Source: an optimization exercise on an open RTL-to-GDS flow (aim: small area, a short achievable clock period and few clock cycles per item). Production flows keep margins and buffers that such runs may drop.
In this exercise RTL edits were held to simulation tests only and were not proved equivalent to the original.

==> trial 20 <==
==> flow/design.v (excerpt) <==
module PID(
    input clk,rst_n,
    input adc_complete,
    input [INPUT_BIT_WIDTH-1:0] sample,
    input wire signed[PARAMETER_BIT_WIDTH-1:0] target,
    input wire signed[PARAMETER_BIT_WIDTH-1:0] kp,
    input wire signed[PARAMETER_BIT_WIDTH-1:0] ki,
    input wire signed[PARAMETER_BIT_WIDTH-1:0] maximum_out,
    input wire signed[PARAMETER_BIT_WIDTH-1:0] minimum_out,
    input wire signed[PARAMETER_BIT_WIDTH-1:0] maximum_add,
    input wire signed[PARAMETER_BIT_WIDTH-1:0] minimum_add,
    output reg signed[PARAMETER_BIT_WIDTH-1:0] pi_out,
    output reg pi_valid
);
Settings: LEC_CHECK=0, ABC_AREA=1, CAP_MARGIN=20, CORE_MARGIN=2, CORE_UTILIZATION=60, SETUP_SLACK_MARGIN=4.5, SLEW_MARGIN=20, BUFFER_PORTS_ARGS=-buffer_cell sky130_fd_sc_hd__buf_2; clock period 10.0 ns.
standard.sh (not shown) runs the stock make flow with config.mk's settings and CLKGATE_MAP_FILE= SYNTH_SCRIPT=/design/flow/synth_recipe.tcl, a recipe that flattens the netlist after the stock synthesis.
==> flow/flow/run.sh <==
#!/bin/bash
set -euo pipefail
echo 'export BUFFER_PORTS_ARGS = -buffer_cell sky130_fd_sc_hd__buf_2' >> config.mk
bash standard.sh finish > standard_flow.log 2>&1
==> trial 60 (differences from trial 20) <==
Settings changed: CORE_UTILIZATION 60 to 40, SETUP_SLACK_MARGIN 4.5 to 4.
==> trial 33 (differences from trial 20) <==
==> flow/flow/run.sh (replaced) <==
#!/bin/bash
set -euo pipefail
echo 'export BUFFER_PORTS_ARGS = -buffer_cell sky130_fd_sc_hd__buf_2' >> config.mk
echo 'export SYNTH_ARGS = -noabc' >> config.mk
bash standard.sh finish > standard_flow.log 2>&1
Settings changed: CTS_BUF_LIST from default to sky130_fd_sc_hd__clkbuf_4 sky130_fd_sc_hd__clkbuf_8, SETUP_SLACK_MARGIN 4.5 to 4.25, SYNTH_ARGS from default to -noabc.
==> trial 65 (differences from trial 20) <==
Settings changed: SETUP_SLACK_MARGIN 4.5 to 3.5.
==> comparison <==
Trial 60 finished with timing, DRC and antenna clean. Trial 20 finished with timing, DRC and antenna clean. Trial 65 finished clean. Trial 33 completed with no timing, DRC or antenna violations.
Sequential share of layout area: trial 20 < trial 60 < trial 65 < trial 33.
Against trial 33, the synthesized cell count of trial 65 is larger by 6.2%.
Between trial 20 and trial 33, the lower die area is in trial 33 (gap about 2.5%, measured against trial 33).
Final cell count: trial 33 < trial 65 < trial 20 < trial 60.
Core utilization: trial 20 > trial 65 > trial 33 > trial 60.
Between trial 60 and trial 65, the lower routed wire length is in trial 65 (gap 1.2%, measured against trial 65).
Testbench counts of trial 20, summed over its fixed seeds: cycles 4,800, items 1,600.
Testbench counts of trial 60, summed over its fixed seeds: cycles 4,800, items 1,600.
Testbench counts of trial 33, summed over its fixed seeds: cycles 4,800, items 1,600.
Testbench counts of trial 65, summed over its fixed seeds: cycles 4,800, items 1,600.

* * *

==> run a: inputs <==
Starting RTL as in the previous note.
export LEC_CHECK = 0
export ABC_AREA = 1
export CAP_MARGIN = 20
export CORE_MARGIN = 2
export CORE_UTILIZATION = 60
export SETUP_SLACK_MARGIN = 4
export SLEW_MARGIN = 20
export BUFFER_PORTS_ARGS = -buffer_cell sky130_fd_sc_hd__buf_2
create_clock -name core_clock -period 10.0 [get_ports {clk}]
==> flow/flow/run.sh <==
#!/bin/bash
set -euo pipefail
echo 'export BUFFER_PORTS_ARGS = -buffer_cell sky130_fd_sc_hd__buf_2' >> config.mk
bash standard.sh finish > standard_flow.log 2>&1
==> inputs of run b, as changes to run a <==
==> flow/run.sh (new file) <==
#!/bin/bash
# synth_recipe.tcl (not shown) runs the flow's synth.tcl, then flattens the netlist and writes it again
# the make line also repeats each setting of config.mk as NAME=value (left out here)
make -C /OpenROAD-flow-scripts/flow DESIGN_CONFIG=/design/flow/config.mk WORK_HOME=/design/flow/orfs CLKGATE_MAP_FILE= SYNTH_SCRIPT=/design/flow/synth_recipe.tcl finish
ABC_AREA = unset   (was 1)
BUFFER_PORTS_ARGS = unset   (was -buffer_cell sky130_fd_sc_hd__buf_2)
CORE_UTILIZATION = 40   (was 60)
SETUP_SLACK_MARGIN = 5   (was 4)
removed: flow/flow/run.sh
removed: flow/standard.sh
==> inputs of run c, as changes to run a <==
==> flow/run.sh (new file) <==
#!/bin/bash
# synth_recipe.tcl (not shown) runs the flow's synth.tcl, then flattens the netlist and writes it again
# the make line also repeats each setting of config.mk as NAME=value (left out here)
make -C /OpenROAD-flow-scripts/flow DESIGN_CONFIG=/design/flow/config.mk WORK_HOME=/design/flow/orfs CLKGATE_MAP_FILE= SYNTH_SCRIPT=/design/flow/synth_recipe.tcl finish
BUFFER_PORTS_ARGS = unset   (was -buffer_cell sky130_fd_sc_hd__buf_2)
CORE_UTILIZATION = 40   (was 60)
SETUP_SLACK_MARGIN = 5   (was 4)
removed: flow/flow/run.sh
removed: flow/standard.sh
==> notes <==
- Run a completed with no timing, DRC or antenna violations. Run b passed the timing, DRC and antenna checks. Run c completed with no timing, DRC or antenna violations.
- Fmax: run a is smaller than run c (4.9%).
- Of run a and run b, run b has the higher die area (gap about 40%, measured against run b).
- Of run c and run a, run c has the higher cell area (gap about 20%, measured against run a).
- Of run b and run a, run a has the higher core utilization (gap 13 points).
- First-iteration DRC count: run b is larger than run c (52%).
- The lowest hold slack belongs to run c, the highest to run b.
- Clock-buffer cell count: run b is lower than run a (1).
- The lowest critical path depth belongs to run a, the highest to run c.
- Flip-flop and latch count is the same in run c and run a.
Testbench counts of run a, summed over its fixed seeds: cycles 4,800, items 1,600.
Testbench counts of run b, summed over its fixed seeds: cycles 4,800, items 1,600.
Testbench counts of run c, summed over its fixed seeds: cycles 4,800, items 1,600.

* * *

==> run P: inputs <==
Starting RTL as in the previous note.
Settings: LEC_CHECK=0, ABC_AREA=1, CAP_MARGIN=20, CORE_MARGIN=2, CORE_UTILIZATION=60, SETUP_SLACK_MARGIN=4, SLEW_MARGIN=20, BUFFER_PORTS_ARGS=-buffer_cell sky130_fd_sc_hd__buf_2, SYNTH_ARGS=-noabc; clock period 10.0 ns.
==> flow/flow/run.sh <==
#!/bin/bash
set -euo pipefail
echo 'export BUFFER_PORTS_ARGS = -buffer_cell sky130_fd_sc_hd__buf_2' >> config.mk
echo 'export SYNTH_ARGS = -noabc' >> config.mk
bash standard.sh finish > standard_flow.log 2>&1
==> run G: changes against run P <==
- CORE_UTILIZATION: 60 -> 40
==> run K: changes against run P <==
- CORE_UTILIZATION: 60 -> 70
==> flow_summary.rst <==
.. list-table::
   :header-rows: 1

   * - Metric
     - Value
   * - Run status
     - no timing/DRC/antenna violations
   * - Die Outline Area
     - 61800 sq um
   * - Fin Hold WS
     - 0.348 ns
   * - Post-placement worst setup slack
     - 3.67 ns
   * - Largest net degree at the start of global routing
     - 78
   * - Instance count after placement with tap cells included
     - 3938
Source of the figures above: run G

==> flow_summary.rst <==
.. list-table::
   :header-rows: 1

   * - Metric
     - Value
   * - Run status
     - no timing/DRC/antenna violations
   * - Highest signal layer in the routed design
     - met4
   * - Post-placement worst setup slack
     - 3.74 ns
   * - Fin Hold WS
     - 0.350 ns
   * - Largest net degree at the start of global routing
     - 69
   * - Area share of and/or/nand/nor cells after synthesis
     - 18.7%
Source of the figures above: run P

==> flow_summary.rst <==
.. list-table::
   :header-rows: 1

   * - Metric
     - Value
   * - Largest net degree at the start of global routing
     - 68
   * - Fin Hold WS
     - 0.351 ns
   * - Instance count after placement with tap cells included
     - 3609
   * - Run status
     - no timing/DRC/antenna violations
   * - Die Outline Area
     - 35700 sq um
Source of the figures above: run K

Testbench counts of run P, summed over its fixed seeds: cycles 4,800, items 1,600.
Testbench counts of run G, summed over its fixed seeds: cycles 4,800, items 1,600.
Testbench counts of run K, summed over its fixed seeds: cycles 4,800, items 1,600.

separate check: timing with driven ports:
The flow's constraints put no driver on any port. The routed layouts listed below were extracted and timed again, unchanged, in two steps. Step 1 sets driving cells, clkbuf_16 on the clock port and buf_2 on the other inputs (assumed; they add their load-dependent delay and slew). Step 2 times the ports against the registers' clock, not the clock port: input delays grow and output delays shrink by t, the midpoint of the rising clock arrivals with the driver on. Three values: ideal ports, drivers, drivers and shift; two values: the first two.
run | t (ns) | slack for setup (ns) | worst setup path after step 2 | latest minus earliest clock arrival (ns) | worst data-port slew with drivers (ns)
trial 20 | 0.550 | 4.498 / 4.536 / 3.986 | input to register | 0.014 / 0.014 | 0.06
trial 60 | 0.570 | 4.255 / 4.251 / 3.681 | input to register | 0.026 / 0.026 | 0.07
trial 33 | 0.639 | 4.502 / 4.529 / 3.891 | input to register | 0.018 / 0.019 | 0.04
trial 65 | 0.561 | 3.894 / 3.932 / 3.371 | input to register | 0.012 / 0.012 | 0.06
run a | 0.558 | 4.318 / 4.318 / 3.804 | input to register | 0.013 / 0.012 | 0.06
run b | 0.566 | 3.947 / 3.983 / 3.417 | input to register | 0.016 / 0.016 | 0.06
run c | 0.565 | 4.598 / 4.635 / 4.070 | input to register | 0.021 / 0.020 | 0.07
run P | 0.564 | 4.361 / 4.403 / 3.839 | input to register | 0.015 / 0.015 | 0.04
run G | 0.563 | 4.413 / 4.437 / 3.889 | input to register | 0.018 / 0.018 | 0.05
run K | 0.525 | 4.306 / 4.339 / 3.814 | input to register | 0.016 / 0.016 | 0.04
After both steps setup and hold are still met in every run listed. For trial 33, which loses most, drivers alone change the setup slack by +0.027 ns; drivers and shift together by -0.611 ns.
